Background: an optimization exercise with open tools, aiming at small area and a short achievable clock period. Do not read the settings as production practice. Function was checked by simulation only, so behaviour that the tests miss may differ from the original.

[design.v]
module lzc24 (
    input  [23:0] d,
    output reg [4:0] lz
);
    integer i;
    always @(*) begin
        lz = 5'd24;
        for (i = 0; i < 24; i = i + 1)
            if (d[i]) lz = 5'd23 - i;
    end
endmodule
module fp_add (
    input  [31:0] x,
    input  [31:0] y,
    input         sub,
    output [31:0] r
);
    wire        swap = x[30:0] < y[30:0];
    wire [31:0] A = swap ? y : x;
    wire [31:0] B = swap ? x : y;
    wire        exc = (&x[30:23]) | (&y[30:23]);
    wire        sign = (sub & swap) ? ~A[31] : A[31];
    wire        addop = ~(sub ^ x[31] ^ y[31]);
    wire [23:0] sa = {|A[30:23], A[22:0]};
    wire [23:0] sbr = {|B[30:23], B[22:0]};
    wire [7:0]  ed = A[30:23] - B[30:23];
    wire [23:0] sb = (ed > 8'd23) ? 24'd0 : (sbr >> ed[4:0]);
    wire [24:0] S = {1'b0, sa} + {1'b0, addop ? sb : ~sb} + {24'd0, ~addop};
    wire        sbz = ~|sb;
    wire [22:0] m_add = S[24] ? S[23:1] : S[22:0];
    wire [7:0]  e_add = A[30:23] + {7'd0, S[24]};
    wire [23:0] D = S[23:0];
    wire [4:0]  lz;
    lzc24 u_lzc (.d(D), .lz(lz));
    wire [23:0] Dn = D << lz;
    wire [22:0] m_neg = ~sa[22:0] + 23'd1;
    wire [22:0] m_sub = sbz ? m_neg : Dn[22:0];
    wire [7:0]  e_sub = sbz ? A[30:23] : (A[30:23] - {3'd0, lz});
    assign r = exc ? 32'd0 : addop ? {sign, e_add, m_add} : {sign, e_sub, m_sub};
endmodule
module fp_mul_round (
    input  [31:0] x,
    input  [31:0] y,
    input  [47:0] P,
    output [31:0] r
);
    wire        sign = x[31] ^ y[31];
    wire        exc = (&x[30:23]) | (&y[30:23]);
    wire        n = P[47];
    wire [22:0] hi = n ? P[46:24] : P[45:23];
    wire        rb = n ? P[23] : P[22];
    wire        st = n ? (|P[22:0]) : (|P[21:0]);
    wire        inc = rb & st;
    wire [22:0] mant = hi + {22'd0, inc};
    wire        zero = inc ? (&hi) : ~|hi;
    wire [8:0]  e9 = {1'b0, x[30:23]} + {1'b0, y[30:23]} - 9'd127 + {8'd0, n};
    assign r = exc ? 32'd0 :
               zero ? {sign, 31'd0} :
               e9[8] ? (e9[7] ? {sign, 31'd0} : {sign, 8'hff, 23'd0}) :
               {sign, e9[7:0], mant};
endmodule
module fp_mul (
    input  [31:0] x,
    input  [31:0] y,
    output [31:0] r
);
    wire [23:0] mx = {|x[30:23], x[22:0]};
    wire [23:0] my = {|y[30:23], y[22:0]};
    wire [47:0] P = mx * my;
    fp_mul_round u_r (.x(x), .y(y), .P(P), .r(r));
endmodule
module fp_mul_c004 (
    input  [31:0] y,
    output [31:0] r
);
    wire [23:0] my = {|y[30:23], y[22:0]};
    wire [47:0] m = {24'd0, my};
    wire [47:0] P = (m << 23) + (m << 21) + (m << 18) + (m << 3) + (m << 1)
                  - (m << 13) - (m << 11) - (m << 8);
    fp_mul_round u_r (.x(32'h3d23d70a), .y(y), .P(P), .r(r));
endmodule
module fp_mul_c5 (
    input  [31:0] y,
    output [31:0] r
);
    wire [23:0] my = {|y[30:23], y[22:0]};
    wire [26:0] q = {3'd0, my} + {1'b0, my, 2'b00};
    wire [47:0] P = {q, 21'd0};
    fp_mul_round u_r (.x(32'h40a00000), .y(y), .P(P), .r(r));
endmodule
module ge_thirty (
    input  [31:0] v,
    output        ge
);
    assign ge = ~v[31] & (v[30:0] >= 31'h41f00000);
endmodule
`timescale 1ns/100ps
module neuron (CLK, INIT, RESET, SPIKED, V_OUT, U_OUT, I, a, b, c, d);
    localparam ONE_FORTY = 32'h430c0000;
    input CLK, INIT, RESET;
    input [31:0] I, a, b, c, d;
    output SPIKED;
    output [31:0] V_OUT, U_OUT;
    reg [31:0] V;    
    reg [31:0] U;    
    assign V_OUT = V;
    assign U_OUT = U;
    wire [31:0] P04V, P04VV, FIVE_V, ADD1_OUT, ADD2_OUT, ADD3_OUT, DV, V_NEW;
    wire [31:0] B_V, B_V_MINUS_U, DU, U_ADDEND, U_SUM;
    fp_mul_c004 mul1 (.y(V), .r(P04V));
    fp_mul      mul2 (.x(P04V), .y(V), .r(P04VV));
    fp_mul_c5   mul3 (.y(V), .r(FIVE_V));
    fp_add      add1 (.x(P04VV), .y(FIVE_V), .sub(1'b0), .r(ADD1_OUT));
    fp_add      add2 (.x(ADD1_OUT), .y(ONE_FORTY), .sub(1'b0), .r(ADD2_OUT));
    fp_add      add3 (.x(ADD2_OUT), .y(U), .sub(1'b1), .r(ADD3_OUT));
    fp_add      add4 (.x(ADD3_OUT), .y(I), .sub(1'b0), .r(DV));
    fp_add      add7 (.x(V), .y(DV), .sub(1'b0), .r(V_NEW));
    fp_mul      mul4 (.x(b), .y(V), .r(B_V));
    fp_add      add5 (.x(B_V), .y(U), .sub(1'b1), .r(B_V_MINUS_U));
    fp_mul      mul5 (.x(a), .y(B_V_MINUS_U), .r(DU));
    assign U_ADDEND = RESET ? d : DU;
    fp_add      add8 (.x(U), .y(U_ADDEND), .sub(1'b0), .r(U_SUM));
    ge_thirty cmp (.v(V), .ge(SPIKED));
    always @(posedge CLK) begin
        if (INIT) begin
            V <= c;
            U <= 32'd0;
        end else if (RESET) begin
            V <= c;
            U <= U_SUM;
        end else begin
            V <= V_NEW;
            U <= U_SUM;
        end
    end
endmodule
[constraint.sdc]
create_clock -name core_clock -period 120.0 [get_ports {CLK}]
set_input_delay 24.0000 -clock core_clock [delete_from_list [all_inputs] [get_ports {CLK}]]
set_output_delay 24.0000 -clock core_clock [all_outputs]
set_load 0.01 [all_outputs]
[run.sh]
#!/bin/bash
# synth_recipe.tcl (not shown) runs the flow's synth.tcl, then flattens the netlist and writes it again
# the make line also repeats each setting of config.mk as NAME=value (left out here)
make -C /OpenROAD-flow-scripts/flow DESIGN_CONFIG=/design/flow/config.mk WORK_HOME=/design/flow/orfs CLKGATE_MAP_FILE= SYNTH_SCRIPT=/design/flow/synth_recipe.tcl finish
[config.mk]
export PLATFORM = sky130hd
export DESIGN_NAME = neuron
export DESIGN_NICKNAME = neuron
export VERILOG_FILES = /design/flow/design.v
export SDC_FILE = /design/flow/constraint.sdc
export NUM_CORES = 4
export LEC_CHECK = 0
export ABC_AREA = 1
export CAP_MARGIN = 20
export CORE_MARGIN = 2
export CORE_UTILIZATION = 40
export PLACE_DENSITY = 0.6
export SLEW_MARGIN = 20
==> qor.yml <==
status: "no timing/DRC/antenna violations"
synth_area_per_cell_um2: 6.455
rows: 202
die-area_mm2: 0.3093
wire_per_inst_um: 21.44
overflow: 0
required_ps: 120320
ys.flop_type: "dfxtp_1"
max_cap_violations: 0
hold_viol_final: 0
grt_util_all_layers_pct: 30.63
rsz0062_at_grt: "no"
crit_type: "reg -> reg"
setup_viol_count_final: 0
period_share_pct: 62.39
die_h_um: 556.2
fmax_ghz: 0.01336
die_w_um: 556.2
cts_buffer_depth: 2
synthTopCellsByArea: "fa_1, nand2_1, ha_1, inv_1, nor2_1"
drcViolationCount: 0
wl_um: 484000
core-area_mm2: 0.3030
cts_tree: "yes"
cts_root_buffer: "clkbuf_16"
clk_latency_ps: 450
path_clk_slew_ps: 90
crit_path_max_incr_delay_ps: 930
antenna_found_initial: 16
synth_cell_types: 108
vias: 124200
dr.pass1.iters: 7
syn_area_mm2: 0.1219
ys_ff_latch: 64
cts_sinks: 64
regArea_mm2: 0.001330
synth_nets: 21780
postCtsHoldBufs: 0
h-tree-depth: 3
drtIter0Drc: 13040
yosysWarningCount: 2
synthArstFlopShare_pct: 0
grt_pass1_wl_um: 730800
drtAntennaViolNets: 0
synth-edff-count: 1
post-route-util_pct: 42.06
critPathMaxFanout: 94
setup.worst_path.start_class: "register"
end_kind: "register"
grt_pass1_vias: 118300
post_cts_buffers: 0
skew_ps: 24.86
place.gp.congestion: 1.002
cts_resized: 0
multi_input_area_mm2: 0.1037
vias_per_cell: 5.501
relSlewSlack_pct: 16.38
drive_gt1_share_pct: 4.931
cp.arrival_ps: 75190
crit_top_cell: "nand2_1"
syn_inst: 18890
num_io_pins: 228
fin_nets: 21480
area_delta_synth_final_pct: 4.528
numPortBuffers: 227
crit_buf_inv: 45
setup_tns_ps: 0
n_fill_cell: 32680
dpl.hpwl_um: 397100
grt_max_degree: 95
drv_slew: 0
min_path_type: "reg -> reg"
cts_buffers: 9
post-route-min-period_ps: 74870
worst_pin_slew_ps: 1250
crit_slowest_cell: "o21ai_0"
cpLargestDelayFamily: "simple AND/OR/NAND/NOR gates"
yosys.area.top_type: "fa_1"
start_util_pct: 40.24
netlist.area_leader.share_pct: 25.59
yosysSeqAreaShare_pct: 1.059
==> layer usage <==
layer,share of wire [%],track usage [%]
met2,43,46.89
met1,45,43.62
met5,0.0087,0
met3,8.7,4.409
met4,4.1,10.78
==> worst register-to-register path, delay by kind of cell, from the launching register on <==
kind	cells	cell delay [ps]
flip-flops	1	320
buffers and inverters	45	9000
adder cells (fa/ha/maj)	38	16010
XOR/XNOR	11	2330
AO/OA/AOI/OAI	109	22950
AND/OR/NAND/NOR	135	24110
==> placed cells by master, fill, tap and decap left out, types with 206 or more instances in the layout <==
cell type / n
o21ai_1: 273
o21ai_0: 1071
buf_4: 219
o211ai_1: 206
nand2_2: 212
a21oi_1: 856
fa_1: 1559
clkdlybuf4s50_1: 223
nand3_1: 955
nor2_1: 1472
xor2_1: 493
nand2_1: 4879
ha_1: 1167
inv_1: 3322
==> registers in the layout (all words and copies together) (netlist names) <==
name / count
V: 32
U: 32
==> cell families after synthesis <==
group / count (synthesis) / share of synthesized area [%]
XOR/XNOR: 663 / 4.866
adder cells (fa/ha/maj): 2726 / 37.57
other: 1 / 0.003075
multiplexers: 31 / 0.2545
buffers and inverters: 4264 / 14.03
AO/OA/AOI/OAI: 2893 / 13.44
flip-flops: 64 / 1.059
AND/OR/NAND/NOR: 8250 / 28.77
==> cell type report <==
cell class,count,share of cell area [%]
multi-input cells,14560,81.37
inverters,3503,10.35
well taps,3978,3.905
repair buffers,449,3.094
flip-flops and latches,64,1.043
clock buffers,10,0.1796
clock inverters,6,0.05399
diodes,5,0.009816
==> worst paths after layout <==
kind	from	to	slack, ps	cells after the start
max	V[14]	V[29]	45130	338
min	U[30]	U[30]	920	4
min reg2reg	U[30]	U[30]	920	4
max reg2reg	V[14]	V[29]	45130	338
==> per-stage QoR <==
step           hold WS (ps)  instances  area [µm²]  setup WS (ps)
2_1_floorplan         567.1      18890      121900          57150
3_3_place_gp          898.8      22560      127100          46400
3_5_place_dp          897.4      22560      127100          45830
4_1_cts               908.1      22570      127400          45550
5_1_grt               964.6      22570      127500          37870
6_report              924.9      22580      127500          45130
==> synthesized netlist by cell type (all sizes together) (43+ instances only) <==
library cell	instances
nand2	5151
inv	3448
fa	1559
nor2	1521
o21ai	1367
ha	1167
nand3	1010
a21oi	868
clkbuf	543
xor2	510
buf	212
o211ai	207
nand4	175
nor3	157
xnor2	153
nor4	92
a31oi	88
or2	69
dfxtp	63
o21bai	58
clkinv	55
o221ai	43

-- static timing again, ports no longer ideal --
In the flow no input, the clock included, has a driving cell. The finished layout below was timed again as built, in two steps. Step 1 assumes that a clkbuf_16 drives the clock port and a buf_2 every other input. Step 2 times the ports against the registers' clock, not the clock port: input delays grow and output delays shrink by t, the midpoint of the rising clock arrivals with the driver on. a / b / c = no drivers / after step 1 / after step 2; a / b = the first two.
t (ns): 0.512
setup slack, ns: 45.129 / 45.129 / 45.129
hold slack, ns: 0.925 / 0.925 / 0.925
worst setup path after step 2: register to register
worst slew at a driven data input, ns: 0.18
After both steps this run still meets setup and hold. For this run, drivers alone change the setup slack by 0.000 ns; drivers and shift together by 0.000 ns.
